Source: an optimization exercise on an open RTL-to-GDS flow (aim: small area and a short achievable clock period). Production flows keep margins and buffers that such runs may drop.
Where RTL was checked, it was by simulation tests only, not by an equivalence proof against the original.
Only the layout flow was run in runs 1 and 2; the RTL was not checked for function there.

**flow/constraint.sdc**
```tcl
create_clock -name core_clock -period 12.2 [get_ports {clk}]
set_input_delay 2.4400 -clock core_clock [delete_from_list [all_inputs] [get_ports {clk}]]
set_output_delay 2.4400 -clock core_clock [all_outputs]
set_load 0.01 [all_outputs]
```
**flow/run.sh**
```bash
#!/bin/bash
# synth_recipe.tcl (not shown) runs the flow's synth.tcl, then flattens the netlist and writes it again
# the make line also repeats each setting of config.mk as NAME=value (left out here)
make -C /OpenROAD-flow-scripts/flow DESIGN_CONFIG=/design/flow/config.mk WORK_HOME=/design/flow/orfs CLKGATE_MAP_FILE= SYNTH_SCRIPT=/design/flow/synth_recipe.tcl finish
```
**flow/design.v**
```verilog
module booth_mul_top(clk, A, B, m, ov);
	input clk;
	input [15:0] A, B;
	output reg [30:0] m;
	output reg ov;
	reg [15:0] a_q, b_q;
	wire [30:0] m_w;
	wire ov_w;
	BoothMUL mul(.A(a_q), .B(b_q), .m(m_w), .ov(ov_w));
	always @(posedge clk) begin
		a_q <= A;
		b_q <= B;
		m <= m_w;
		ov <= ov_w;
	end
endmodule

module FA(a, b, c, cout, sum);
	input a, b, c;
	output cout, sum;
	assign {cout, sum} = a + b + c;
endmodule
module HA(a, b, cout, sum);
	input a, b;
	output cout, sum;
	assign {cout, sum} = a + b;
endmodule
module BoothMUL(A, B, m, ov);
	input [15:0] A, B;
	output [30:0] m;
	output ov;
	wire s1;
	wire c2;
	wire s3;
	wire c4;
	wire s5;
	wire c6;
	wire s7;
	wire c8;
	wire s9;
	wire c10;
	wire s11;
	wire c12;
	wire s13;
	wire c14;
	wire s15;
	wire c16;
	wire s17;
	wire c18;
	wire s19;
	wire c20;
	wire s21;
	wire c22;
	wire s23;
	wire c24;
	wire s25;
	wire c26;
	wire s27;
	wire c28;
	wire s29;
	wire c30;
	wire s31;
	wire c32;
	wire s33;
	wire c34;
	wire s35;
	wire c36;
	wire s37;
	wire c38;
	wire s39;
	wire c40;
	wire s41;
	wire c42;
	wire s43;
	wire c44;
	wire s45;
	wire c46;
	wire s47;
	wire c48;
	wire s49;
	wire c50;
	wire s51;
	wire c52;
	wire s53;
	wire c54;
	wire s55;
	wire c56;
	wire s57;
	wire c58;
	wire s59;
	wire c60;
	wire s61;
	wire c62;
	wire s63;
	wire c64;
	wire s65;
	wire c66;
	wire s67;
	wire c68;
	wire s69;
	wire c70;
	wire s71;
	wire c72;
	wire s73;
	wire c74;
	wire s75;
	wire c76;
	wire s77;
	wire c78;
	wire s79;
	wire c80;
	wire s81;
	wire c82;
	wire s83;
	wire c84;
	wire s85;
	wire c86;
	wire s87;
	wire c88;
	wire s89;
	wire c90;
	wire s91;
	wire c92;
	wire s93;
	wire c94;
	wire s95;
	wire c96;
	wire s97;
	wire c98;
	wire s99;
	wire c100;
	wire s101;
	wire c102;
	wire s103;
	wire c104;
	wire s105;
	wire c106;
	wire s107;
	wire c108;
	wire s109;
	wire c110;
	wire s111;
	wire c112;
	wire s113;
	wire c114;
	wire s115;
	wire c116;
	wire s117;
	wire c118;
	wire s119;
	wire c120;
	wire s121;
	wire c122;
	wire s123;
	wire c124;
	wire s125;
	wire c126;
	wire s127;
	wire c128;
	wire s129;
	wire c130;
	wire s131;
	wire c132;
	wire s133;
	wire c134;
	wire s135;
	wire c136;
	wire s137;
	wire c138;
	wire s139;
	wire c140;
	wire s141;
	wire c142;
	wire s143;
	wire c144;
	wire s145;
	wire c146;
	wire s147;
	wire c148;
	wire s149;
	wire c150;
	wire s151;
	wire c152;
	wire s153;
	wire c154;
	wire s155;
	wire c156;
	wire s157;
	wire c158;
	wire s159;
	wire c160;
	wire s161;
	wire c162;
	wire s163;
	wire c164;
	wire s165;
	wire c166;
	wire s167;
	wire c168;
	wire s169;
	wire c170;
	wire s171;
	wire c172;
	wire s173;
	wire c174;
	wire s175;
	wire c176;
	wire s177;
	wire c178;
	wire s179;
	wire c180;
	wire s181;
	wire c182;
	wire s183;
	wire c184;
	wire s185;
	wire c186;
	wire s187;
	wire c188;
	wire s189;
	wire c190;
	wire s191;
	wire c192;
	wire s193;
	wire c194;
	wire s195;
	wire c196;
	wire s197;
	wire c198;
	wire s199;
	wire c200;
	wire s201;
	wire c202;
	wire s203;
	wire c204;
	wire s205;
	wire c206;
	wire s207;
	wire c208;
	wire s209;
	wire c210;
	wire s211;
	wire c212;
	wire s213;
	wire c214;
	wire s215;
	wire c216;
	wire s217;
	wire c218;
	wire s219;
	wire c220;
	wire s221;
	wire c222;
	wire s223;
	wire c224;
	wire neg0 = B[1];
	wire one0 = B[0] ^ 1'b0;
	wire two0 = (B[1] & ~B[0] & ~1'b0) | (~B[1] & B[0] & 1'b0);
	wire pp0_0 = ((one0 & A[0]) | (two0 & 1'b0)) ^ neg0;
	wire pp0_1 = ((one0 & A[1]) | (two0 & A[0])) ^ neg0;
	wire pp0_2 = ((one0 & A[2]) | (two0 & A[1])) ^ neg0;
	wire pp0_3 = ((one0 & A[3]) | (two0 & A[2])) ^ neg0;
	wire pp0_4 = ((one0 & A[4]) | (two0 & A[3])) ^ neg0;
	wire pp0_5 = ((one0 & A[5]) | (two0 & A[4])) ^ neg0;
	wire pp0_6 = ((one0 & A[6]) | (two0 & A[5])) ^ neg0;
	wire pp0_7 = ((one0 & A[7]) | (two0 & A[6])) ^ neg0;
	wire pp0_8 = ((one0 & A[8]) | (two0 & A[7])) ^ neg0;
	wire pp0_9 = ((one0 & A[9]) | (two0 & A[8])) ^ neg0;
	wire pp0_10 = ((one0 & A[10]) | (two0 & A[9])) ^ neg0;
	wire pp0_11 = ((one0 & A[11]) | (two0 & A[10])) ^ neg0;
	wire pp0_12 = ((one0 & A[12]) | (two0 & A[11])) ^ neg0;
	wire pp0_13 = ((one0 & A[13]) | (two0 & A[12])) ^ neg0;
	wire pp0_14 = ((one0 & A[14]) | (two0 & A[13])) ^ neg0;
	wire pp0_15 = ((one0 & A[15]) | (two0 & A[14])) ^ neg0;
	wire pp0_16 = ~(((one0 & A[15]) | (two0 & A[15])) ^ neg0);
	wire neg1 = B[3];
	wire one1 = B[2] ^ B[1];
	wire two1 = (B[3] & ~B[2] & ~B[1]) | (~B[3] & B[2] & B[1]);
	wire pp1_0 = ((one1 & A[0]) | (two1 & 1'b0)) ^ neg1;
	wire pp1_1 = ((one1 & A[1]) | (two1 & A[0])) ^ neg1;
	wire pp1_2 = ((one1 & A[2]) | (two1 & A[1])) ^ neg1;
	wire pp1_3 = ((one1 & A[3]) | (two1 & A[2])) ^ neg1;
	wire pp1_4 = ((one1 & A[4]) | (two1 & A[3])) ^ neg1;
	wire pp1_5 = ((one1 & A[5]) | (two1 & A[4])) ^ neg1;
	wire pp1_6 = ((one1 & A[6]) | (two1 & A[5])) ^ neg1;
	wire pp1_7 = ((one1 & A[7]) | (two1 & A[6])) ^ neg1;
	wire pp1_8 = ((one1 & A[8]) | (two1 & A[7])) ^ neg1;
	wire pp1_9 = ((one1 & A[9]) | (two1 & A[8])) ^ neg1;
	wire pp1_10 = ((one1 & A[10]) | (two1 & A[9])) ^ neg1;
	wire pp1_11 = ((one1 & A[11]) | (two1 & A[10])) ^ neg1;
	wire pp1_12 = ((one1 & A[12]) | (two1 & A[11])) ^ neg1;
	wire pp1_13 = ((one1 & A[13]) | (two1 & A[12])) ^ neg1;
	wire pp1_14 = ((one1 & A[14]) | (two1 & A[13])) ^ neg1;
	wire pp1_15 = ((one1 & A[15]) | (two1 & A[14])) ^ neg1;
	wire pp1_16 = ~(((one1 & A[15]) | (two1 & A[15])) ^ neg1);
	wire neg2 = B[5];
	wire one2 = B[4] ^ B[3];
	wire two2 = (B[5] & ~B[4] & ~B[3]) | (~B[5] & B[4] & B[3]);
	wire pp2_0 = ((one2 & A[0]) | (two2 & 1'b0)) ^ neg2;
	wire pp2_1 = ((one2 & A[1]) | (two2 & A[0])) ^ neg2;
	wire pp2_2 = ((one2 & A[2]) | (two2 & A[1])) ^ neg2;
	wire pp2_3 = ((one2 & A[3]) | (two2 & A[2])) ^ neg2;
	wire pp2_4 = ((one2 & A[4]) | (two2 & A[3])) ^ neg2;
	wire pp2_5 = ((one2 & A[5]) | (two2 & A[4])) ^ neg2;
	wire pp2_6 = ((one2 & A[6]) | (two2 & A[5])) ^ neg2;
	wire pp2_7 = ((one2 & A[7]) | (two2 & A[6])) ^ neg2;
	wire pp2_8 = ((one2 & A[8]) | (two2 & A[7])) ^ neg2;
	wire pp2_9 = ((one2 & A[9]) | (two2 & A[8])) ^ neg2;
	wire pp2_10 = ((one2 & A[10]) | (two2 & A[9])) ^ neg2;
	wire pp2_11 = ((one2 & A[11]) | (two2 & A[10])) ^ neg2;
	wire pp2_12 = ((one2 & A[12]) | (two2 & A[11])) ^ neg2;
	wire pp2_13 = ((one2 & A[13]) | (two2 & A[12])) ^ neg2;
	wire pp2_14 = ((one2 & A[14]) | (two2 & A[13])) ^ neg2;
	wire pp2_15 = ((one2 & A[15]) | (two2 & A[14])) ^ neg2;
	wire pp2_16 = ~(((one2 & A[15]) | (two2 & A[15])) ^ neg2);
	wire neg3 = B[7];
	wire one3 = B[6] ^ B[5];
	wire two3 = (B[7] & ~B[6] & ~B[5]) | (~B[7] & B[6] & B[5]);
	wire pp3_0 = ((one3 & A[0]) | (two3 & 1'b0)) ^ neg3;
	wire pp3_1 = ((one3 & A[1]) | (two3 & A[0])) ^ neg3;
	wire pp3_2 = ((one3 & A[2]) | (two3 & A[1])) ^ neg3;
	wire pp3_3 = ((one3 & A[3]) | (two3 & A[2])) ^ neg3;
	wire pp3_4 = ((one3 & A[4]) | (two3 & A[3])) ^ neg3;
	wire pp3_5 = ((one3 & A[5]) | (two3 & A[4])) ^ neg3;
	wire pp3_6 = ((one3 & A[6]) | (two3 & A[5])) ^ neg3;
	wire pp3_7 = ((one3 & A[7]) | (two3 & A[6])) ^ neg3;
	wire pp3_8 = ((one3 & A[8]) | (two3 & A[7])) ^ neg3;
	wire pp3_9 = ((one3 & A[9]) | (two3 & A[8])) ^ neg3;
	wire pp3_10 = ((one3 & A[10]) | (two3 & A[9])) ^ neg3;
	wire pp3_11 = ((one3 & A[11]) | (two3 & A[10])) ^ neg3;
	wire pp3_12 = ((one3 & A[12]) | (two3 & A[11])) ^ neg3;
	wire pp3_13 = ((one3 & A[13]) | (two3 & A[12])) ^ neg3;
	wire pp3_14 = ((one3 & A[14]) | (two3 & A[13])) ^ neg3;
	wire pp3_15 = ((one3 & A[15]) | (two3 & A[14])) ^ neg3;
	wire pp3_16 = ~(((one3 & A[15]) | (two3 & A[15])) ^ neg3);
	wire neg4 = B[9];
	wire one4 = B[8] ^ B[7];
	wire two4 = (B[9] & ~B[8] & ~B[7]) | (~B[9] & B[8] & B[7]);
	wire pp4_0 = ((one4 & A[0]) | (two4 & 1'b0)) ^ neg4;
	wire pp4_1 = ((one4 & A[1]) | (two4 & A[0])) ^ neg4;
	wire pp4_2 = ((one4 & A[2]) | (two4 & A[1])) ^ neg4;
	wire pp4_3 = ((one4 & A[3]) | (two4 & A[2])) ^ neg4;
	wire pp4_4 = ((one4 & A[4]) | (two4 & A[3])) ^ neg4;
	wire pp4_5 = ((one4 & A[5]) | (two4 & A[4])) ^ neg4;
	wire pp4_6 = ((one4 & A[6]) | (two4 & A[5])) ^ neg4;
	wire pp4_7 = ((one4 & A[7]) | (two4 & A[6])) ^ neg4;
	wire pp4_8 = ((one4 & A[8]) | (two4 & A[7])) ^ neg4;
	wire pp4_9 = ((one4 & A[9]) | (two4 & A[8])) ^ neg4;
	wire pp4_10 = ((one4 & A[10]) | (two4 & A[9])) ^ neg4;
	wire pp4_11 = ((one4 & A[11]) | (two4 & A[10])) ^ neg4;
	wire pp4_12 = ((one4 & A[12]) | (two4 & A[11])) ^ neg4;
	wire pp4_13 = ((one4 & A[13]) | (two4 & A[12])) ^ neg4;
	wire pp4_14 = ((one4 & A[14]) | (two4 & A[13])) ^ neg4;
	wire pp4_15 = ((one4 & A[15]) | (two4 & A[14])) ^ neg4;
	wire pp4_16 = ~(((one4 & A[15]) | (two4 & A[15])) ^ neg4);
	wire neg5 = B[11];
	wire one5 = B[10] ^ B[9];
	wire two5 = (B[11] & ~B[10] & ~B[9]) | (~B[11] & B[10] & B[9]);
	wire pp5_0 = ((one5 & A[0]) | (two5 & 1'b0)) ^ neg5;
	wire pp5_1 = ((one5 & A[1]) | (two5 & A[0])) ^ neg5;
	wire pp5_2 = ((one5 & A[2]) | (two5 & A[1])) ^ neg5;
	wire pp5_3 = ((one5 & A[3]) | (two5 & A[2])) ^ neg5;
	wire pp5_4 = ((one5 & A[4]) | (two5 & A[3])) ^ neg5;
	wire pp5_5 = ((one5 & A[5]) | (two5 & A[4])) ^ neg5;
	wire pp5_6 = ((one5 & A[6]) | (two5 & A[5])) ^ neg5;
	wire pp5_7 = ((one5 & A[7]) | (two5 & A[6])) ^ neg5;
	wire pp5_8 = ((one5 & A[8]) | (two5 & A[7])) ^ neg5;
	wire pp5_9 = ((one5 & A[9]) | (two5 & A[8])) ^ neg5;
	wire pp5_10 = ((one5 & A[10]) | (two5 & A[9])) ^ neg5;
	wire pp5_11 = ((one5 & A[11]) | (two5 & A[10])) ^ neg5;
	wire pp5_12 = ((one5 & A[12]) | (two5 & A[11])) ^ neg5;
	wire pp5_13 = ((one5 & A[13]) | (two5 & A[12])) ^ neg5;
	wire pp5_14 = ((one5 & A[14]) | (two5 & A[13])) ^ neg5;
	wire pp5_15 = ((one5 & A[15]) | (two5 & A[14])) ^ neg5;
	wire pp5_16 = ~(((one5 & A[15]) | (two5 & A[15])) ^ neg5);
	wire neg6 = B[13];
	wire one6 = B[12] ^ B[11];
	wire two6 = (B[13] & ~B[12] & ~B[11]) | (~B[13] & B[12] & B[11]);
	wire pp6_0 = ((one6 & A[0]) | (two6 & 1'b0)) ^ neg6;
	wire pp6_1 = ((one6 & A[1]) | (two6 & A[0])) ^ neg6;
	wire pp6_2 = ((one6 & A[2]) | (two6 & A[1])) ^ neg6;
	wire pp6_3 = ((one6 & A[3]) | (two6 & A[2])) ^ neg6;
	wire pp6_4 = ((one6 & A[4]) | (two6 & A[3])) ^ neg6;
	wire pp6_5 = ((one6 & A[5]) | (two6 & A[4])) ^ neg6;
	wire pp6_6 = ((one6 & A[6]) | (two6 & A[5])) ^ neg6;
	wire pp6_7 = ((one6 & A[7]) | (two6 & A[6])) ^ neg6;
	wire pp6_8 = ((one6 & A[8]) | (two6 & A[7])) ^ neg6;
	wire pp6_9 = ((one6 & A[9]) | (two6 & A[8])) ^ neg6;
	wire pp6_10 = ((one6 & A[10]) | (two6 & A[9])) ^ neg6;
	wire pp6_11 = ((one6 & A[11]) | (two6 & A[10])) ^ neg6;
	wire pp6_12 = ((one6 & A[12]) | (two6 & A[11])) ^ neg6;
	wire pp6_13 = ((one6 & A[13]) | (two6 & A[12])) ^ neg6;
	wire pp6_14 = ((one6 & A[14]) | (two6 & A[13])) ^ neg6;
	wire pp6_15 = ((one6 & A[15]) | (two6 & A[14])) ^ neg6;
	wire pp6_16 = ~(((one6 & A[15]) | (two6 & A[15])) ^ neg6);
	wire neg7 = B[15];
	wire one7 = B[14] ^ B[13];
	wire two7 = (B[15] & ~B[14] & ~B[13]) | (~B[15] & B[14] & B[13]);
	wire pp7_0 = ((one7 & A[0]) | (two7 & 1'b0)) ^ neg7;
	wire pp7_1 = ((one7 & A[1]) | (two7 & A[0])) ^ neg7;
	wire pp7_2 = ((one7 & A[2]) | (two7 & A[1])) ^ neg7;
	wire pp7_3 = ((one7 & A[3]) | (two7 & A[2])) ^ neg7;
	wire pp7_4 = ((one7 & A[4]) | (two7 & A[3])) ^ neg7;
	wire pp7_5 = ((one7 & A[5]) | (two7 & A[4])) ^ neg7;
	wire pp7_6 = ((one7 & A[6]) | (two7 & A[5])) ^ neg7;
	wire pp7_7 = ((one7 & A[7]) | (two7 & A[6])) ^ neg7;
	wire pp7_8 = ((one7 & A[8]) | (two7 & A[7])) ^ neg7;
	wire pp7_9 = ((one7 & A[9]) | (two7 & A[8])) ^ neg7;
	wire pp7_10 = ((one7 & A[10]) | (two7 & A[9])) ^ neg7;
	wire pp7_11 = ((one7 & A[11]) | (two7 & A[10])) ^ neg7;
	wire pp7_12 = ((one7 & A[12]) | (two7 & A[11])) ^ neg7;
	wire pp7_13 = ((one7 & A[13]) | (two7 & A[12])) ^ neg7;
	wire pp7_14 = ((one7 & A[14]) | (two7 & A[13])) ^ neg7;
	wire pp7_15 = ((one7 & A[15]) | (two7 & A[14])) ^ neg7;
	wire pp7_16 = ~(((one7 & A[15]) | (two7 & A[15])) ^ neg7);
	HA ha2(.a(neg5), .b(pp0_10), .cout(c2), .sum(s1));
	HA ha4(.a(pp0_11), .b(pp1_9), .cout(c4), .sum(s3));
	FA fa6(.a(neg6), .b(pp0_12), .c(pp1_10), .cout(c6), .sum(s5));
	HA ha8(.a(pp2_8), .b(pp3_6), .cout(c8), .sum(s7));
	FA fa10(.a(pp0_13), .b(pp1_11), .c(pp2_9), .cout(c10), .sum(s9));
	HA ha12(.a(pp3_7), .b(pp4_5), .cout(c12), .sum(s11));
	FA fa14(.a(neg7), .b(pp0_14), .c(pp1_12), .cout(c14), .sum(s13));
	FA fa16(.a(pp2_10), .b(pp3_8), .c(pp4_6), .cout(c16), .sum(s15));
	HA ha18(.a(pp5_4), .b(pp6_2), .cout(c18), .sum(s17));
	FA fa20(.a(pp0_15), .b(pp1_13), .c(pp2_11), .cout(c20), .sum(s19));
	FA fa22(.a(pp3_9), .b(pp4_7), .c(pp5_5), .cout(c22), .sum(s21));
	HA ha24(.a(pp6_3), .b(pp7_1), .cout(c24), .sum(s23));
	assign s25 = ~(pp0_16 ^ pp1_14);
	assign c26 = pp0_16 | pp1_14;
	FA fa28(.a(pp2_12), .b(pp3_10), .c(pp4_8), .cout(c28), .sum(s27));
	FA fa30(.a(pp5_6), .b(pp6_4), .c(pp7_2), .cout(c30), .sum(s29));
	assign s31 = ~(pp1_15 ^ pp2_13);
	assign c32 = pp1_15 | pp2_13;
	FA fa34(.a(pp3_11), .b(pp4_9), .c(pp5_7), .cout(c34), .sum(s33));
	HA ha36(.a(pp6_5), .b(pp7_3), .cout(c36), .sum(s35));
	FA fa38(.a(pp1_16), .b(pp2_14), .c(pp3_12), .cout(c38), .sum(s37));
	FA fa40(.a(pp4_10), .b(pp5_8), .c(pp6_6), .cout(c40), .sum(s39));
	assign s41 = ~(pp2_15 ^ pp3_13);
	assign c42 = pp2_15 | pp3_13;
	HA ha44(.a(pp4_11), .b(pp5_9), .cout(c44), .sum(s43));
	FA fa46(.a(pp2_16), .b(pp3_14), .c(pp4_12), .cout(c46), .sum(s45));
	assign s47 = ~pp3_15;
	assign c48 = pp3_15;
	HA ha50(.a(neg3), .b(pp0_6), .cout(c50), .sum(s49));
	HA ha52(.a(pp0_7), .b(pp1_5), .cout(c52), .sum(s51));
	FA fa54(.a(neg4), .b(pp0_8), .c(pp1_6), .cout(c54), .sum(s53));
	HA ha56(.a(pp2_4), .b(pp3_2), .cout(c56), .sum(s55));
	FA fa58(.a(pp0_9), .b(pp1_7), .c(pp2_5), .cout(c58), .sum(s57));
	HA ha60(.a(pp3_3), .b(pp4_1), .cout(c60), .sum(s59));
	FA fa62(.a(pp1_8), .b(pp2_6), .c(pp3_4), .cout(c62), .sum(s61));
	FA fa64(.a(pp4_2), .b(pp5_0), .c(s1), .cout(c64), .sum(s63));
	FA fa66(.a(pp2_7), .b(pp3_5), .c(pp4_3), .cout(c66), .sum(s65));
	FA fa68(.a(pp5_1), .b(c2), .c(s3), .cout(c68), .sum(s67));
	FA fa70(.a(pp4_4), .b(pp5_2), .c(pp6_0), .cout(c70), .sum(s69));
	FA fa72(.a(c4), .b(s7), .c(s5), .cout(c72), .sum(s71));
	FA fa74(.a(pp5_3), .b(pp6_1), .c(c8), .cout(c74), .sum(s73));
	FA fa76(.a(s11), .b(c6), .c(s9), .cout(c76), .sum(s75));
	FA fa78(.a(pp7_0), .b(c12), .c(s17), .cout(c78), .sum(s77));
	FA fa80(.a(c10), .b(s13), .c(s15), .cout(c80), .sum(s79));
	FA fa82(.a(c18), .b(s23), .c(c14), .cout(c82), .sum(s81));
	FA fa84(.a(c16), .b(s19), .c(s21), .cout(c84), .sum(s83));
	FA fa86(.a(c24), .b(c20), .c(c22), .cout(c86), .sum(s85));
	FA fa88(.a(s25), .b(s27), .c(s29), .cout(c88), .sum(s87));
	FA fa90(.a(s35), .b(c26), .c(c28), .cout(c90), .sum(s89));
	FA fa92(.a(c30), .b(s31), .c(s33), .cout(c92), .sum(s91));
	FA fa94(.a(pp7_4), .b(c36), .c(c32), .cout(c94), .sum(s93));
	FA fa96(.a(c34), .b(s37), .c(s39), .cout(c96), .sum(s95));
	FA fa98(.a(pp6_7), .b(pp7_5), .c(s43), .cout(c98), .sum(s97));
	FA fa100(.a(c38), .b(c40), .c(s41), .cout(c100), .sum(s99));
	FA fa102(.a(pp5_10), .b(pp6_8), .c(pp7_6), .cout(c102), .sum(s101));
	FA fa104(.a(c44), .b(c42), .c(s45), .cout(c104), .sum(s103));
	FA fa106(.a(pp4_13), .b(pp5_11), .c(pp6_9), .cout(c106), .sum(s105));
	FA fa108(.a(pp7_7), .b(s47), .c(c46), .cout(c108), .sum(s107));
	FA fa110(.a(pp3_16), .b(pp4_14), .c(pp5_12), .cout(c110), .sum(s109));
	FA fa112(.a(pp6_10), .b(pp7_8), .c(c48), .cout(c112), .sum(s111));
	assign s113 = ~(pp4_15 ^ pp5_13);
	assign c114 = pp4_15 | pp5_13;
	HA ha116(.a(pp6_11), .b(pp7_9), .cout(c116), .sum(s115));
	FA fa118(.a(pp4_16), .b(pp5_14), .c(pp6_12), .cout(c118), .sum(s117));
	assign s119 = ~pp5_15;
	assign c120 = pp5_15;
	HA ha122(.a(neg2), .b(pp0_4), .cout(c122), .sum(s121));
	HA ha124(.a(pp0_5), .b(pp1_3), .cout(c124), .sum(s123));
	FA fa126(.a(pp1_4), .b(pp2_2), .c(pp3_0), .cout(c126), .sum(s125));
	FA fa128(.a(pp2_3), .b(pp3_1), .c(c50), .cout(c128), .sum(s127));
	FA fa130(.a(pp4_0), .b(c52), .c(s55), .cout(c130), .sum(s129));
	FA fa132(.a(c56), .b(s59), .c(c54), .cout(c132), .sum(s131));
	FA fa134(.a(c60), .b(c58), .c(s61), .cout(c134), .sum(s133));
	FA fa136(.a(c62), .b(s65), .c(c64), .cout(c136), .sum(s135));
	FA fa138(.a(c66), .b(s69), .c(c68), .cout(c138), .sum(s137));
	FA fa140(.a(c70), .b(s73), .c(c72), .cout(c140), .sum(s139));
	FA fa142(.a(c74), .b(s77), .c(c76), .cout(c142), .sum(s141));
	FA fa144(.a(c78), .b(c80), .c(s81), .cout(c144), .sum(s143));
	FA fa146(.a(c82), .b(c84), .c(s85), .cout(c146), .sum(s145));
	FA fa148(.a(c86), .b(c88), .c(s89), .cout(c148), .sum(s147));
	FA fa150(.a(c90), .b(c92), .c(s93), .cout(c150), .sum(s149));
	FA fa152(.a(s97), .b(c94), .c(c96), .cout(c152), .sum(s151));
	FA fa154(.a(s101), .b(c98), .c(c100), .cout(c154), .sum(s153));
	FA fa156(.a(c102), .b(s105), .c(c104), .cout(c156), .sum(s155));
	FA fa158(.a(c106), .b(s109), .c(s111), .cout(c158), .sum(s157));
	FA fa160(.a(s115), .b(c110), .c(s113), .cout(c160), .sum(s159));
	FA fa162(.a(pp7_10), .b(c116), .c(c114), .cout(c162), .sum(s161));
	FA fa164(.a(pp6_13), .b(pp7_11), .c(s119), .cout(c164), .sum(s163));
	FA fa166(.a(pp5_16), .b(pp6_14), .c(pp7_12), .cout(c166), .sum(s165));
	assign s167 = ~pp6_15;
	assign c168 = pp6_15;
	HA ha170(.a(neg1), .b(pp0_2), .cout(c170), .sum(s169));
	HA ha172(.a(pp0_3), .b(pp1_1), .cout(c172), .sum(s171));
	FA fa174(.a(pp1_2), .b(pp2_0), .c(s121), .cout(c174), .sum(s173));
	FA fa176(.a(pp2_1), .b(c122), .c(s123), .cout(c176), .sum(s175));
	FA fa178(.a(c124), .b(s49), .c(s125), .cout(c178), .sum(s177));
	FA fa180(.a(s51), .b(c126), .c(s127), .cout(c180), .sum(s179));
	FA fa182(.a(s53), .b(c128), .c(s129), .cout(c182), .sum(s181));
	FA fa184(.a(s57), .b(c130), .c(s131), .cout(c184), .sum(s183));
	FA fa186(.a(s63), .b(c132), .c(s133), .cout(c186), .sum(s185));
	FA fa188(.a(s67), .b(c134), .c(s135), .cout(c188), .sum(s187));
	FA fa190(.a(s71), .b(c136), .c(s137), .cout(c190), .sum(s189));
	FA fa192(.a(s75), .b(c138), .c(s139), .cout(c192), .sum(s191));
	FA fa194(.a(s79), .b(c140), .c(s141), .cout(c194), .sum(s193));
	FA fa196(.a(s83), .b(c142), .c(s143), .cout(c196), .sum(s195));
	FA fa198(.a(s87), .b(c144), .c(s145), .cout(c198), .sum(s197));
	FA fa200(.a(s91), .b(c146), .c(s147), .cout(c200), .sum(s199));
	FA fa202(.a(s95), .b(c148), .c(s149), .cout(c202), .sum(s201));
	FA fa204(.a(s99), .b(c150), .c(s151), .cout(c204), .sum(s203));
	FA fa206(.a(s103), .b(c152), .c(s153), .cout(c206), .sum(s205));
	FA fa208(.a(s107), .b(c154), .c(s155), .cout(c208), .sum(s207));
	FA fa210(.a(c108), .b(s157), .c(c156), .cout(c210), .sum(s209));
	FA fa212(.a(c112), .b(s159), .c(c158), .cout(c212), .sum(s211));
	FA fa214(.a(s117), .b(c160), .c(s161), .cout(c214), .sum(s213));
	FA fa216(.a(c118), .b(s163), .c(c162), .cout(c216), .sum(s215));
	FA fa218(.a(c120), .b(s165), .c(c164), .cout(c218), .sum(s217));
	FA fa220(.a(pp7_13), .b(s167), .c(c166), .cout(c220), .sum(s219));
	FA fa222(.a(pp6_16), .b(pp7_14), .c(c168), .cout(c222), .sum(s221));
	assign s223 = ~pp7_15;
	assign c224 = pp7_15;
	wire [31:0] X = {1'b1, pp7_16, s223, s221, s219, s217, c214, s213, s211, s209, c206, c204, c202, c200, c198, c196, c194, c192, c190, c188, c186, c184, c182, c180, c178, c176, c174, c172, c170, pp1_0, pp0_1, neg0};
	wire [31:0] Y = {1'b0, c224, c222, c220, c218, c216, s215, c212, c210, c208, s207, s205, s203, s201, s199, s197, s195, s193, s191, s189, s187, s185, s183, s181, s179, s177, s175, s173, s171, s169, 1'b0, pp0_0};
	wire [31:0] P;
	wire [31:0] g = X & Y;
	wire [31:0] p = X ^ Y;
	assign G225 = g[1] | (p[1] & g[0]);
	assign Pq226 = p[1] & p[0];
	assign G227 = g[3] | (p[3] & g[2]);
	assign Pq228 = p[3] & p[2];
	assign G229 = g[5] | (p[5] & g[4]);
	assign Pq230 = p[5] & p[4];
	assign G231 = g[7] | (p[7] & g[6]);
	assign Pq232 = p[7] & p[6];
	assign G233 = g[9] | (p[9] & g[8]);
	assign Pq234 = p[9] & p[8];
	assign G235 = g[11] | (p[11] & g[10]);
	assign Pq236 = p[11] & p[10];
	assign G237 = g[13] | (p[13] & g[12]);
	assign Pq238 = p[13] & p[12];
	assign G239 = g[15] | (p[15] & g[14]);
	assign Pq240 = p[15] & p[14];
	assign G241 = g[17] | (p[17] & g[16]);
	assign Pq242 = p[17] & p[16];
	assign G243 = g[19] | (p[19] & g[18]);
	assign Pq244 = p[19] & p[18];
	assign G245 = g[21] | (p[21] & g[20]);
	assign Pq246 = p[21] & p[20];
	assign G247 = g[23] | (p[23] & g[22]);
	assign Pq248 = p[23] & p[22];
	assign G249 = g[25] | (p[25] & g[24]);
	assign Pq250 = p[25] & p[24];
	assign G251 = g[27] | (p[27] & g[26]);
	assign Pq252 = p[27] & p[26];
	assign G253 = g[29] | (p[29] & g[28]);
	assign Pq254 = p[29] & p[28];
	assign G255 = g[31] | (p[31] & g[30]);
	assign Pq256 = p[31] & p[30];
	assign G257 = g[2] | (p[2] & G225);
	assign Pq258 = p[2] & Pq226;
	assign G259 = G227 | (Pq228 & G225);
	assign Pq260 = Pq228 & Pq226;
	assign G261 = g[6] | (p[6] & G229);
	assign Pq262 = p[6] & Pq230;
	assign G263 = G231 | (Pq232 & G229);
	assign Pq264 = Pq232 & Pq230;
	assign G265 = g[10] | (p[10] & G233);
	assign Pq266 = p[10] & Pq234;
	assign G267 = G235 | (Pq236 & G233);
	assign Pq268 = Pq236 & Pq234;
	assign G269 = g[14] | (p[14] & G237);
	assign Pq270 = p[14] & Pq238;
	assign G271 = G239 | (Pq240 & G237);
	assign Pq272 = Pq240 & Pq238;
	assign G273 = g[18] | (p[18] & G241);
	assign Pq274 = p[18] & Pq242;
	assign G275 = G243 | (Pq244 & G241);
	assign Pq276 = Pq244 & Pq242;
	assign G277 = g[22] | (p[22] & G245);
	assign Pq278 = p[22] & Pq246;
	assign G279 = G247 | (Pq248 & G245);
	assign Pq280 = Pq248 & Pq246;
	assign G281 = g[26] | (p[26] & G249);
	assign Pq282 = p[26] & Pq250;
	assign G283 = G251 | (Pq252 & G249);
	assign Pq284 = Pq252 & Pq250;
	assign G285 = g[30] | (p[30] & G253);
	assign Pq286 = p[30] & Pq254;
	assign G287 = G255 | (Pq256 & G253);
	assign Pq288 = Pq256 & Pq254;
	assign G289 = g[4] | (p[4] & G259);
	assign Pq290 = p[4] & Pq260;
	assign G291 = G229 | (Pq230 & G259);
	assign Pq292 = Pq230 & Pq260;
	assign G293 = G261 | (Pq262 & G259);
	assign Pq294 = Pq262 & Pq260;
	assign G295 = G263 | (Pq264 & G259);
	assign Pq296 = Pq264 & Pq260;
	assign G297 = g[12] | (p[12] & G267);
	assign Pq298 = p[12] & Pq268;
	assign G299 = G237 | (Pq238 & G267);
	assign Pq300 = Pq238 & Pq268;
	assign G301 = G269 | (Pq270 & G267);
	assign Pq302 = Pq270 & Pq268;
	assign G303 = G271 | (Pq272 & G267);
	assign Pq304 = Pq272 & Pq268;
	assign G305 = g[20] | (p[20] & G275);
	assign Pq306 = p[20] & Pq276;
	assign G307 = G245 | (Pq246 & G275);
	assign Pq308 = Pq246 & Pq276;
	assign G309 = G277 | (Pq278 & G275);
	assign Pq310 = Pq278 & Pq276;
	assign G311 = G279 | (Pq280 & G275);
	assign Pq312 = Pq280 & Pq276;
	assign G313 = g[28] | (p[28] & G283);
	assign Pq314 = p[28] & Pq284;
	assign G315 = G253 | (Pq254 & G283);
	assign Pq316 = Pq254 & Pq284;
	assign G317 = G285 | (Pq286 & G283);
	assign Pq318 = Pq286 & Pq284;
	assign G319 = G287 | (Pq288 & G283);
	assign Pq320 = Pq288 & Pq284;
	assign G321 = g[8] | (p[8] & G295);
	assign Pq322 = p[8] & Pq296;
	assign G323 = G233 | (Pq234 & G295);
	assign Pq324 = Pq234 & Pq296;
	assign G325 = G265 | (Pq266 & G295);
	assign Pq326 = Pq266 & Pq296;
	assign G327 = G267 | (Pq268 & G295);
	assign Pq328 = Pq268 & Pq296;
	assign G329 = G297 | (Pq298 & G295);
	assign Pq330 = Pq298 & Pq296;
	assign G331 = G299 | (Pq300 & G295);
	assign Pq332 = Pq300 & Pq296;
	assign G333 = G301 | (Pq302 & G295);
	assign Pq334 = Pq302 & Pq296;
	assign G335 = G303 | (Pq304 & G295);
	assign Pq336 = Pq304 & Pq296;
	assign G337 = g[24] | (p[24] & G311);
	assign Pq338 = p[24] & Pq312;
	assign G339 = G249 | (Pq250 & G311);
	assign Pq340 = Pq250 & Pq312;
	assign G341 = G281 | (Pq282 & G311);
	assign Pq342 = Pq282 & Pq312;
	assign G343 = G283 | (Pq284 & G311);
	assign Pq344 = Pq284 & Pq312;
	assign G345 = G313 | (Pq314 & G311);
	assign Pq346 = Pq314 & Pq312;
	assign G347 = G315 | (Pq316 & G311);
	assign Pq348 = Pq316 & Pq312;
	assign G349 = G317 | (Pq318 & G311);
	assign Pq350 = Pq318 & Pq312;
	assign G351 = G319 | (Pq320 & G311);
	assign Pq352 = Pq320 & Pq312;
	assign G353 = g[16] | (p[16] & G335);
	assign Pq354 = p[16] & Pq336;
	assign G355 = G241 | (Pq242 & G335);
	assign Pq356 = Pq242 & Pq336;
	assign G357 = G273 | (Pq274 & G335);
	assign Pq358 = Pq274 & Pq336;
	assign G359 = G275 | (Pq276 & G335);
	assign Pq360 = Pq276 & Pq336;
	assign G361 = G305 | (Pq306 & G335);
	assign Pq362 = Pq306 & Pq336;
	assign G363 = G307 | (Pq308 & G335);
	assign Pq364 = Pq308 & Pq336;
	assign G365 = G309 | (Pq310 & G335);
	assign Pq366 = Pq310 & Pq336;
	assign G367 = G311 | (Pq312 & G335);
	assign Pq368 = Pq312 & Pq336;
	assign G369 = G337 | (Pq338 & G335);
	assign Pq370 = Pq338 & Pq336;
	assign G371 = G339 | (Pq340 & G335);
	assign Pq372 = Pq340 & Pq336;
	assign G373 = G341 | (Pq342 & G335);
	assign Pq374 = Pq342 & Pq336;
	assign G375 = G343 | (Pq344 & G335);
	assign Pq376 = Pq344 & Pq336;
	assign G377 = G345 | (Pq346 & G335);
	assign Pq378 = Pq346 & Pq336;
	assign G379 = G347 | (Pq348 & G335);
	assign Pq380 = Pq348 & Pq336;
	assign G381 = G349 | (Pq350 & G335);
	assign Pq382 = Pq350 & Pq336;
	assign G383 = G351 | (Pq352 & G335);
	assign Pq384 = Pq352 & Pq336;
	assign P[0] = p[0];
	assign P[1] = p[1] ^ g[0];
	assign P[2] = p[2] ^ G225;
	assign P[3] = p[3] ^ G257;
	assign P[4] = p[4] ^ G259;
	assign P[5] = p[5] ^ G289;
	assign P[6] = p[6] ^ G291;
	assign P[7] = p[7] ^ G293;
	assign P[8] = p[8] ^ G295;
	assign P[9] = p[9] ^ G321;
	assign P[10] = p[10] ^ G323;
	assign P[11] = p[11] ^ G325;
	assign P[12] = p[12] ^ G327;
	assign P[13] = p[13] ^ G329;
	assign P[14] = p[14] ^ G331;
	assign P[15] = p[15] ^ G333;
	assign P[16] = p[16] ^ G335;
	assign P[17] = p[17] ^ G353;
	assign P[18] = p[18] ^ G355;
	assign P[19] = p[19] ^ G357;
	assign P[20] = p[20] ^ G359;
	assign P[21] = p[21] ^ G361;
	assign P[22] = p[22] ^ G363;
	assign P[23] = p[23] ^ G365;
	assign P[24] = p[24] ^ G367;
	assign P[25] = p[25] ^ G369;
	assign P[26] = p[26] ^ G371;
	assign P[27] = p[27] ^ G373;
	assign P[28] = p[28] ^ G375;
	assign P[29] = p[29] ^ G377;
	assign P[30] = p[30] ^ G379;
	assign P[31] = p[31] ^ G381;
	assign m = P[30:0];
	assign ov = ~P[31];
endmodule
```
**flow/config.mk**
```make
export PLATFORM = sky130hd
export DESIGN_NAME = booth_mul_top
export DESIGN_NICKNAME = booth_mul_top
export VERILOG_FILES = /design/flow/design.v
export SDC_FILE = /design/flow/constraint.sdc
export NUM_CORES = 4
export LEC_CHECK = 0
export ABC_AREA = 1
export CAP_MARGIN = 20
export CORE_MARGIN = 2
export CORE_UTILIZATION = 50
export SLEW_MARGIN = 80
export SYNTH_HIERARCHICAL = 1
export SYNTH_MINIMUM_KEEP_SIZE = 0
```
==> results.py, run 1 <==
metrics = {
    "clocking": {
        "cts_made_buffers": 9,
        "cts.clk_slew.worst_paths_ns": 0.06,
        "cts_buffer_depth": 2,
        "h-tree-depth": 3,
        "cts.hold.buffers_added": 0,
        "cts_post_setup_buffers_inserted": 0,
        "tritoncts": "done",
        "worstSkewPairLatency_ns": 0.35,
        "cts_resized": 0,
        "clock_sinks": 64,
        "root_buffer": "clkbuf_16",
    },
    "worst_setup_path": {
        "cp.arrival_ns": 5.13,
        "cp-start-kind": "register",
        "worstSetupPathType": "register to register",
        "path_max_fanout": 20,
        "endpoint_kind": "register",
        "reg2reg_slack_ns": 7.31,
        "crit_required_ns": 12.44,
    },
    "synth": {
        "synth_top_family_by_area": "adder cells",
        "synthTopCellsByArea": "fa_1, dfxtp_1, xor2_1",
        "synth_seq_cells": 64,
        "yosysTopAreaCellShare_pct": 23.4,
        "synth_edf_count": 0,
        "synth_cells": 862,
        "synth_compound_area_share_pct": 15.9,
        "yosysWarnings": 167,
        "synthAdderAreaFrac_pct": 31.8,
        "synth_cell_types": 30,
        "synth_mux_area_share_pct": 0,
        "synth-xor-area-share_pct": 15.5,
        "synth_ff_type": "dfxtp_1",
        "ys_seq_area_share_pct": 16.5,
        "syn_nets": 1038,
        "netlist_area_um2": 7780,
        "yosysTopAreaCell": "fa_1",
        "synthArstFlopShare_pct": 0,
        "synth-simple-area-share_pct": 12.2,
        "synth.avg_cell_area_um2": 9.03,
    },
    "detailed_routing": {
        "wl_met3_um": 674,
        "routedWlPerCell_um": 17.4,
        "met1Wirelength_mm": 7.91,
        "drtIter0Drc": 318,
        "route.met2.wl_mm": 9.73,
        "drt_pass1_iterations": 4,
        "top_layer": "met4",
        "routed_wl_mm": 19.0,
        "vias_per_cell": 5.66,
        "detail-route-antenna-nets": 0,
        "via_count": 6169,
        "drc": 0,
    },
    "finish": {
        "regArea_um2": 1280,
        "mostFrequentLayoutCells": "nand2_1, xor2_1, fa_1",
        "num_antenna_cells": 0,
        "area_growth_pct": 15.2,
        "final_common_cell": "nand2_1",
        "multi_input_area_um2": 6020,
        "fillers": 1346,
        "drive_above_1_share_pct": 13.5,
        "fin_util_pct": 59.0,
        "nNetsFinal": 1073,
    },
    "floorplan": {
        "row_count": 45,
        "core_region_area_um2": 15200,
        "pin_count": 65,
        "die_area_um2": 16600,
        "initial_core_util_pct": 51.2,
        "die_h_um": 129,
        "die_x_um": 129,
    },
    "run": {
        "max-cap-violations": 0,
    },
    "timing": {
        "fin_worst_skew_ns": 0.00946,
        "finalSetupViolations": 0,
        "rsz0062_at_grt": "no",
        "worstMarginPinSlew_ns": 0.298,
        "fin_crit_sh_pct": 40.1,
        "fmax_mhz": 205,
        "tns_ns": 0,
        "hold_violations": 0,
        "fin_crit_ns": 4.89,
        "relSlewSlack_pct": 80.1,
        "slew_viol_final": 0,
    },
    "global_route": {
        "antenna_found_initial": 0,
        "grt_usage_pct": 24.2,
        "grt_pass1_wl_mm": 31.4,
        "grt_pass1_vias": 6337,
        "grt_overflow": 0,
        "grt_max_degree": 22,
    },
    "place": {
        "place_hpwl_mm": 13.9,
        "gp_congestion": 0.879,
        "numPortBuffers": 64,
    },
    "hold_path": {
        "hold_path_class": "register to register",
    },
    "outcome": {
        "outcome": "finished clean",
    },
}
-- layer usage --
metal / vias up / track usage, %
li1: 2905 / -
met1: 3064 / 28.9
met2: 155 / 43.0
met3: 45 / 3.74
met4: 0 / 10.5
met5: - / 0
-- registers in the layout (all words and copies together) (netlist names) --
register,flops
m,31
a_q,16
b_q,16
ov,1
-- synthesized netlist by cell type, types with 10 or more instances --
| library cell | count |
|---|---|
| nor2_1 | 31 |
| ha_1 | 52 |
| buf_6 | 10 |
| o22ai_2 | 42 |
| nand3_1 | 18 |
| inv_1 | 84 |
| buf_2 | 23 |
| o22ai_1 | 77 |
| dfxtp_1 | 64 |
| nand2_2 | 12 |
| fa_1 | 91 |
| nand2_1 | 143 |
| xor2_1 | 134 |
| a21oi_1 | 26 |
-- per-module statistics from Yosys (local to each module, per instance) --
module | cell area, um^2 | cells | times used
booth_mul_top | 1280 | 64 | 1
HA | 12.5 | 1 | 17
FA | 20.0 | 1 | 87
BoothMUL | 4550 | 694 | 1
-- through the flow --
step                      area (um^2)  cells  worst slack, ns  hold WS (ns)
after floorplan                  7780    862             7.63         0.565
after global placement           8400   1073             7.09         0.655
after detailed placement         8600   1074             7.33         0.687
after CTS                        8920   1090             7.31         0.704
after global routing             8960   1090             6.96         0.722
final                            8960   1090             7.31         0.701
-- worst paths after layout --
kind                              from  endpoint  cells past startpoint
worst max-delay path            b_q[5]     m[28]                     21
worst min-delay path            a_q[0]      m[0]                      3
worst max register to register  b_q[5]     m[28]                     21
worst min register to register  a_q[0]      m[0]                      3
-- worst max-delay path, cell delays in order (launching register included) --
cell and delay [ns]:
dfxtp_1 0.32, buf_6 0.25, nand2_1 0.21, nand2_1 0.16, nand2_4 0.18, o22ai_1 0.22, xor2_1 0.24, fa_1 0.48
fa_1 0.41, fa_1 0.53, fa_1 0.41, ha_1 0.34, nand2_1 0.14, inv_1 0.05, nand2_1 0.08, nand2_1 0.14
nand2_1 0.11, nand2_2 0.12, a21oi_1 0.22, nand2_1 0.07, nand2_1 0.05, nand2_1 0.04
-- kinds of logic (layout without fill, tap and decap cells) --
group / after synthesis / in the layout
xor+xnor: 138 / 138
flops: 64 / 64
simple gates: 222 / 222
buf+inv: 135 / 175
fa+ha+maj: 143 / 143
compound gates: 160 / 160
-- cell type report --
| class | count | area share (%) |
|---|---|---|
| multi-input combinational | 663 | 67.2 |
| sequential | 64 | 14.3 |
| timing repair buffer | 73 | 8.24 |
| inverter | 86 | 4.02 |
| clock buffer | 11 | 2.71 |
| tap | 188 | 2.62 |
| clock inverter | 5 | 0.907 |
==> inputs of run 2 (changes only) <==
==> flow/flow/run.sh (new file) <==
#!/bin/bash
# The standard layout (standard.sh, unchanged synthesis), except that the
# port buffers inserted at placement use sky130_fd_sc_hd__buf_1 instead of the
# resizer's default choice (clkdlybuf4s50_1). Every port still gets a buffer.
export BUFFER_PORTS_ARGS="-buffer_cell sky130_fd_sc_hd__buf_1"
bash standard.sh > standard.log 2>&1
==> flow/standard.sh (new file) <==
#!/bin/bash
# synth_recipe.tcl (not shown) runs the flow's synth.tcl, then flattens the netlist and writes it again
# the make line also repeats each setting of config.mk as NAME=value (left out here)
make -C /OpenROAD-flow-scripts/flow DESIGN_CONFIG=/design/flow/config.mk WORK_HOME=/design/flow/orfs CLKGATE_MAP_FILE= SYNTH_SCRIPT=/design/flow/synth_recipe.tcl "${@:-finish}"
removed: flow/run.sh
==> results.py, run 2 <==
metrics = {
    "outcome": {
        "outcome": "finished clean",
    },
    "detailed_routing": {
        "routed_wl_mm": 19.1,
        "detail-route-antenna-nets": 0,
        "drt_pass1_iterations": 6,
        "vias_per_cell": 5.71,
        "via_count": 6235,
        "routedWlPerCell_um": 17.5,
        "drtIter0Drc": 386,
        "drc": 0,
    },
    "synth": {
        "synth.avg_cell_area_um2": 9.03,
        "synth_cells": 862,
        "syn_nets": 1038,
        "synth_common_cells": "nand2_1, xor2_1, fa_1, inv_1, o22ai_1",
        "synth_seq_cells": 64,
        "synthTopCellsByArea": "fa_1, dfxtp_1, xor2_1",
        "yosysWarnings": 167,
        "synth_ff_type": "dfxtp_1",
        "netlist_area_um2": 7780,
        "synth_cell_types": 30,
        "yosysTopAreaCell": "fa_1",
        "yosysTopAreaCellShare_pct": 23.4,
        "synthArstFlopShare_pct": 0,
        "synth_edf_count": 0,
        "yosysMostFrequentCell": "nand2_1",
        "ys_seq_area_share_pct": 16.5,
    },
    "finish": {
        "drive_above_1_share_pct": 14.3,
        "mostFrequentLayoutCells": "nand2_1, xor2_1, fa_1",
        "top_regs": "m: 31 flops, a_q: 16 flops, b_q: 16 flops",
        "area_growth_pct": 10.8,
        "nNetsFinal": 1074,
        "final_common_cell": "nand2_1",
        "largest_reg_flops": 31,
        "num_antenna_cells": 0,
        "fillers": 1386,
        "fin_util_pct": 56.7,
        "largest_register": "m",
    },
    "timing": {
        "rsz0062_at_grt": "no",
        "slew_viol_final": 0,
        "relSlewSlack_pct": 80.6,
        "fin_crit_ns": 4.91,
        "hold_violations": 0,
        "worstMarginPinSlew_ns": 0.290,
        "fmax_mhz": 203,
        "fin_crit_sh_pct": 40.3,
        "fin_hold_ws_ns": 0.600,
        "fin_worst_skew_ns": 0.0148,
        "finalSetupViolations": 0,
        "tns_ns": 0,
    },
    "worst_setup_path": {
        "cp-start-kind": "register",
        "crit_required_ns": 12.43,
        "reg2reg_slack_ns": 7.29,
        "cp.arrival_ns": 5.14,
        "endpoint": "m[17]",
        "reg2reg_depth": 19,
        "r2r-start": "b_q[5]",
        "endpoint_kind": "register",
        "reg2reg_to": "m[17]",
        "path_max_fanout": 20,
        "worstSetupPathType": "register to register",
        "startpoint": "b_q[5]",
    },
    "clocking": {
        "cts.hold.buffers_added": 0,
        "cts_buffer_depth": 2,
        "root_buffer": "clkbuf_16",
        "h-tree-depth": 3,
        "cts_made_buffers": 9,
        "cts_post_setup_buffers_inserted": 0,
        "clock_sinks": 64,
        "tritoncts": "done",
        "cts.clk_slew.worst_paths_ns": 0.07,
        "worstSkewPairLatency_ns": 0.35,
        "cts_resized": 0,
    },
    "place": {
        "numPortBuffers": 64,
        "place_hpwl_mm": 14.0,
        "gp_congestion": 0.893,
    },
    "floorplan": {
        "core_region_area_um2": 15200,
        "initial_core_util_pct": 51.2,
        "pin_count": 65,
        "die_h_um": 129,
        "die_area_um2": 16600,
        "die_x_um": 129,
        "row_count": 45,
    },
    "global_route": {
        "antenna_found_initial": 0,
        "grt_overflow": 0,
        "grt_pass1_vias": 6250,
        "grt_pass1_wl_mm": 31.7,
        "grt_max_degree": 22,
        "grt_usage_pct": 24.5,
    },
    "run": {
        "max-cap-violations": 0,
    },
    "hold_path": {
        "hold_path_class": "register to register",
        "min-delay-start": "b_q[1]",
    },
}
run 2: how the worst min path moves through the flow:
| stage | end | slack [ns] | depth (start not counted) |
|---|---|---|---|
| finish | m[0] | 0.60 | 1 |
| floorplan | m[0] | 0.57 | 2 |
| detailed placement | m[0] | 0.58 | 1 |
| global placement | m[0] | 0.68 | 3 |
| global route | m[0] | 0.61 | 1 |
| CTS | m[0] | 0.59 | 1 |
run 2: per-module statistics from Yosys (local to each module, per instance):
module,copies in the design,flip-flops and latches,area [um^2],cells
booth_mul_top,1,64,1280,64
FA,87,0,20.0,1
HA,17,0,12.5,1
BoothMUL,1,0,4550,694
run 2: cells by family after synthesis:
| logic type | synth area share, % |
|---|---|
| AO/OA/AOI/OAI | 15.9 |
| AND/OR/NAND/NOR | 12.2 |
| buffers and inverters | 8.18 |
| XOR/XNOR | 15.5 |
| flip-flops | 16.5 |
| adder cells (fa/ha/maj) | 31.8 |
run 2: stage by stage:
stage | setup WS [ns] | cells | cell area (um^2)
2_1_floorplan | 7.63 | 862 | 7780
3_3_place_gp | 6.80 | 1072 | 8000
5_1_grt | 6.99 | 1091 | 8620
6_report | 7.29 | 1091 | 8620
3_5_place_dp | 7.27 | 1073 | 8200
4_1_cts | 7.27 | 1089 | 8510
run 2: layout make-up:
cell class / instances / area, um^2 / share of cell area (%)
Multi-Input combinational cell: 663 / 6060 / 70.3
Sequential cell: 64 / 1290 / 14.9
Timing Repair Buffer: 74 / 369 / 4.28
Inverter: 86 / 360 / 4.18
Clock buffer: 10 / 239 / 2.77
Tap cell: 188 / 235 / 2.73
Clock inverter: 6 / 67.6 / 0.784
run 2: routing by layer:
layer | track usage, % | part of all wire, % | vias up
li1 | - | - | 2905
met1 | 29.9 | 40 | 3080
met2 | 43.0 | 52 | 208
met3 | 4.41 | 5.0 | 42
met4 | 9.53 | 3.3 | 0
met5 | 0 | 0 | -
run 2: worst max-delay path, stage by stage (launching register included):
cell     delay [ns]
dfxtp_1        0.33
buf_6          0.24
nand2_1        0.22
nand2_1        0.21
nand2_8        0.14
o22ai_2        0.14
xor2_1         0.24
fa_1           0.46
fa_1           0.42
fa_1           0.53
fa_1           0.41
ha_1           0.33
nand2_1        0.12
inv_1          0.04
nand2_1        0.06
nand2_1        0.06
a21oi_2        0.15
nand2_4        0.14
fa_1           0.40
xor2_1         0.15
==> inputs of run 3 (changes only) <==
--- a/flow/design.v
+++ b/flow/design.v
@@ -536,8 +536,41 @@
 	wire [31:0] X = {1'b1, pp7_16, s223, s221, s219, s217, c214, s213, s211, s209, c206, c204, c202, c200, c198, c196, c194, c192, c190, c188, c186, c184, c182, c180, c178, c176, c174, c172, c170, pp1_0, pp0_1, neg0};
 	wire [31:0] Y = {1'b0, c224, c222, c220, c218, c216, s215, c212, c210, c208, s207, s205, s203, s201, s199, s197, s195, s193, s191, s189, s187, s185, s183, s181, s179, s177, s175, s173, s171, s169, 1'b0, pp0_0};
 	wire [31:0] P;
-	wire [31:0] g = X & Y;
-	wire [31:0] p = X ^ Y;
+	wire [31:0] g, p;
+	HA pg0(.a(X[0]), .b(Y[0]), .cout(g[0]), .sum(p[0]));
+	assign g[1] = 1'b0;
+	assign p[1] = pp0_1;
+	HA pg2(.a(X[2]), .b(Y[2]), .cout(g[2]), .sum(p[2]));
+	HA pg3(.a(X[3]), .b(Y[3]), .cout(g[3]), .sum(p[3]));
+	HA pg4(.a(X[4]), .b(Y[4]), .cout(g[4]), .sum(p[4]));
+	HA pg5(.a(X[5]), .b(Y[5]), .cout(g[5]), .sum(p[5]));
+	HA pg6(.a(X[6]), .b(Y[6]), .cout(g[6]), .sum(p[6]));
+	HA pg7(.a(X[7]), .b(Y[7]), .cout(g[7]), .sum(p[7]));
+	HA pg8(.a(X[8]), .b(Y[8]), .cout(g[8]), .sum(p[8]));
+	HA pg9(.a(X[9]), .b(Y[9]), .cout(g[9]), .sum(p[9]));
+	HA pg10(.a(X[10]), .b(Y[10]), .cout(g[10]), .sum(p[10]));
+	HA pg11(.a(X[11]), .b(Y[11]), .cout(g[11]), .sum(p[11]));
+	HA pg12(.a(X[12]), .b(Y[12]), .cout(g[12]), .sum(p[12]));
+	HA pg13(.a(X[13]), .b(Y[13]), .cout(g[13]), .sum(p[13]));
+	HA pg14(.a(X[14]), .b(Y[14]), .cout(g[14]), .sum(p[14]));
+	HA pg15(.a(X[15]), .b(Y[15]), .cout(g[15]), .sum(p[15]));
+	HA pg16(.a(X[16]), .b(Y[16]), .cout(g[16]), .sum(p[16]));
+	HA pg17(.a(X[17]), .b(Y[17]), .cout(g[17]), .sum(p[17]));
+	HA pg18(.a(X[18]), .b(Y[18]), .cout(g[18]), .sum(p[18]));
+	HA pg19(.a(X[19]), .b(Y[19]), .cout(g[19]), .sum(p[19]));
+	HA pg20(.a(X[20]), .b(Y[20]), .cout(g[20]), .sum(p[20]));
+	HA pg21(.a(X[21]), .b(Y[21]), .cout(g[21]), .sum(p[21]));
+	HA pg22(.a(X[22]), .b(Y[22]), .cout(g[22]), .sum(p[22]));
+	HA pg23(.a(X[23]), .b(Y[23]), .cout(g[23]), .sum(p[23]));
+	HA pg24(.a(X[24]), .b(Y[24]), .cout(g[24]), .sum(p[24]));
+	HA pg25(.a(X[25]), .b(Y[25]), .cout(g[25]), .sum(p[25]));
+	HA pg26(.a(X[26]), .b(Y[26]), .cout(g[26]), .sum(p[26]));
+	HA pg27(.a(X[27]), .b(Y[27]), .cout(g[27]), .sum(p[27]));
+	HA pg28(.a(X[28]), .b(Y[28]), .cout(g[28]), .sum(p[28]));
+	HA pg29(.a(X[29]), .b(Y[29]), .cout(g[29]), .sum(p[29]));
+	HA pg30(.a(X[30]), .b(Y[30]), .cout(g[30]), .sum(p[30]));
+	assign g[31] = 1'b0;
+	assign p[31] = ~1'b0;
 	assign G225 = g[1] | (p[1] & g[0]);
 	assign Pq226 = p[1] & p[0];
 	assign G227 = g[3] | (p[3] & g[2]);
==> results.py, run 3 <==
metrics = {
    "outcome": {
        "outcome": "finished clean",
    },
    "place": {
        "numPortBuffers": 64,
        "gp_congestion": 0.903,
        "place_hpwl_mm": 13.7,
    },
    "timing": {
        "fin_crit_sh_pct": 40.2,
        "worstMarginPinSlew_ns": 0.301,
        "fin_worst_skew_ns": 0.00771,
        "fmax_mhz": 204,
        "hold_violations": 0,
        "fin_crit_ns": 4.91,
        "slew_viol_final": 0,
        "relSlewSlack_pct": 79.9,
        "finalSetupViolations": 0,
        "tns_ns": 0,
        "rsz0062_at_grt": "no",
    },
    "run": {
        "max-cap-violations": 0,
    },
    "synth": {
        "netlist_area_um2": 7770,
        "syn_nets": 1042,
        "synth_compound_area_share_pct": 15.7,
        "yosysTopAreaCellShare_pct": 22.4,
        "synth_cells": 866,
        "synthTopCellsByArea": "fa_1, dfxtp_1, xor2_1",
        "synth_seq_cells": 64,
        "yosysWarnings": 167,
        "synth_ff_type": "dfxtp_1",
        "yosysTopAreaCell": "fa_1",
        "synth_common_cells": "nand2_1, xor2_1, fa_1, inv_1, o22ai_1",
        "synth-xor-area-share_pct": 15.4,
        "synth.avg_cell_area_um2": 8.97,
        "ys_seq_area_share_pct": 16.5,
        "yosysMostFrequentCell": "nand2_1",
        "synth_mux_area_share_pct": 0,
        "synth_top_family_by_area": "adder cells",
        "synth-simple-area-share_pct": 12.9,
        "synthAdderAreaFrac_pct": 31.4,
        "synth_cell_types": 29,
        "synthArstFlopShare_pct": 0,
        "synth_edf_count": 0,
    },
    "finish": {
        "fin_util_pct": 56.1,
        "top_regs": "m: 31 flops, a_q: 16 flops, b_q: 16 flops",
        "drive_above_1_share_pct": 13.3,
        "multi_input_area_um2": 5990,
        "num_antenna_cells": 0,
        "nNetsFinal": 1075,
        "largest_register": "m",
        "final_common_cell": "nand2_1",
        "mostFrequentLayoutCells": "nand2_1, xor2_1, fa_1",
        "regArea_um2": 1290,
        "area_growth_pct": 9.76,
        "fillers": 1410,
        "largest_reg_flops": 31,
    },
    "clocking": {
        "cts_resized": 0,
        "cts.clk_slew.worst_paths_ns": 0.06,
        "cts_buffer_depth": 2,
        "tritoncts": "done",
        "cts_made_buffers": 9,
        "root_buffer": "clkbuf_16",
        "h-tree-depth": 3,
        "cts.hold.buffers_added": 0,
        "cts_post_setup_buffers_inserted": 0,
        "clock_sinks": 64,
        "worstSkewPairLatency_ns": 0.35,
    },
    "hold_path": {
        "min-delay-start": "a_q[0]",
        "hold_path_class": "register to register",
        "holdPathEnd": "m[0]",
        "worstHoldPathCells": 3,
    },
    "worst_setup_path": {
        "reg2reg_depth": 20,
        "reg2reg_to": "m[17]",
        "crit_required_ns": 12.47,
        "cp-start-kind": "register",
        "reg2reg_slack_ns": 7.29,
        "worstSetupPathType": "register to register",
        "endpoint_kind": "register",
        "cp.arrival_ns": 5.18,
        "r2r-start": "b_q[1]",
        "path_max_fanout": 20,
    },
    "global_route": {
        "grt_max_degree": 22,
        "antenna_found_initial": 0,
        "grt_pass1_vias": 6267,
        "grt_usage_pct": 23.3,
        "grt_pass1_wl_mm": 30.4,
        "grt_overflow": 0,
    },
    "floorplan": {
        "initial_core_util_pct": 51.1,
        "core_region_area_um2": 15200,
        "pin_count": 65,
        "row_count": 45,
        "die_h_um": 129,
        "die_x_um": 129,
        "die_area_um2": 16600,
    },
    "detailed_routing": {
        "drtIter0Drc": 406,
        "drt_pass1_iterations": 7,
        "routedWlPerCell_um": 16.7,
        "drc": 0,
        "detail-route-antenna-nets": 0,
        "vias_per_cell": 5.63,
        "routed_wl_mm": 18.2,
        "via_count": 6151,
    },
}
[run 3: worst max-delay path by stage]
stage,slack [ns],end,depth (start not counted),from
3_5_place_dp,7.35,m[17],20,b_q[1]
2_1_floorplan,7.79,m[17],22,b_q[5]
6_report,7.29,m[17],20,b_q[1]
3_3_place_gp,6.74,m[17],18,b_q[3]
4_1_cts,7.29,m[17],20,b_q[1]
5_1_grt,6.96,m[30],21,b_q[5]
[run 3: Yosys stat by module, one instance, submodules excluded]
module / area [um^2] / times used / cells inside / flip-flops and latches
FA: 20.0 / 87 / 1 / 0
BoothMUL: 4160 / 1 / 668 / 0
booth_mul_top: 1280 / 1 / 64 / 64
HA: 12.5 / 47 / 1 / 0
[run 3: cells by family (layout without fill, tap and decap cells)]
family,after synthesis,count (layout)
buffers and inverters,133,171
AOI/OAI and AO/OA,158,158
xor gates and xnor gates,137,137
DFF,64,64
and+or+nand+nor,231,231
adders and majority gates,143,143
[run 3: final cells by class]
cell class | instances | share of cell area (%)
clock inverter | 7 | 1.20
sequential | 64 | 15.2
multi-input combinational | 669 | 70.3
tap | 188 | 2.76
timing repair buffer | 72 | 3.87
clock buffer | 9 | 2.64
inverter | 83 | 4.11
[run 3: stage by stage]
step	setup slack [ns]	instances	hold WS (ns)	area (um^2)
2_1_floorplan	7.79	866	0.568	7770
6_report	7.29	1092	0.725	8530
5_1_grt	6.96	1092	0.789	8530
3_3_place_gp	6.74	1074	0.676	7980
4_1_cts	7.29	1092	0.739	8470
3_5_place_dp	7.35	1076	0.725	8140
[run 3: worst max-delay path: stages (launching register included)]
cell     delay, ns
dfxtp_1       0.32
buf_6         0.25
nand2_1       0.18
nand2_1       0.15
nand2_4       0.17
o22ai_1       0.18
xor2_1        0.26
fa_1          0.48
fa_1          0.45
fa_1          0.55
fa_1          0.43
ha_1          0.33
nand2_1       0.11
inv_1         0.04
nand2_1       0.05
nand2_1       0.05
a21oi_1       0.21
nand2_4       0.16
ha_1          0.21
nor2_1        0.11
xnor2_1       0.12
[run 3: routing by layer]
| metal | GRT usage (%) | vias to the layer above | part of all wire [%] | wire [um] |
|---|---|---|---|---|
| met5 | 0 | - | 0 | 0 |
| met4 | 10.5 | 0 | 3.8 | 699 |
| met3 | 4.16 | 41 | 5.0 | 916 |
| met2 | 39.1 | 196 | 48 | 8720 |
| met1 | 29.6 | 2999 | 43 | 7880 |
| li1 | - | 2915 | - | - |

-- what the ideal ports hide --
How much do the figures lean on ideal ports? The routed layouts below were timed once more, with nothing changed but the port constraints. Step 1 sets driving cells, clkbuf_16 on the clock port and buf_2 on the other inputs (assumed; they add their load-dependent delay and slew). Step 2 times the ports against the registers' clock, not the clock port: input delays grow and output delays shrink by t, the midpoint of the rising clock arrivals with the driver on. a / b / c = ideal / step 1 / step 2; a / b = the first two.
run	t (ns)	slack for setup (ns)	worst hold slack (ns)	slew at the worst register clock pin (ns)
run 1	0.384	7.313 / 7.313 / 7.313	0.701 / 0.701 / 0.701	0.06 / 0.06
run 2	0.383	7.285 / 7.285 / 7.285	0.600 / 0.600 / 0.600	0.07 / 0.07
run 3	0.382	7.293 / 7.293 / 7.293	0.725 / 0.725 / 0.725	0.06 / 0.06
After both steps setup and hold are still met in every run listed.
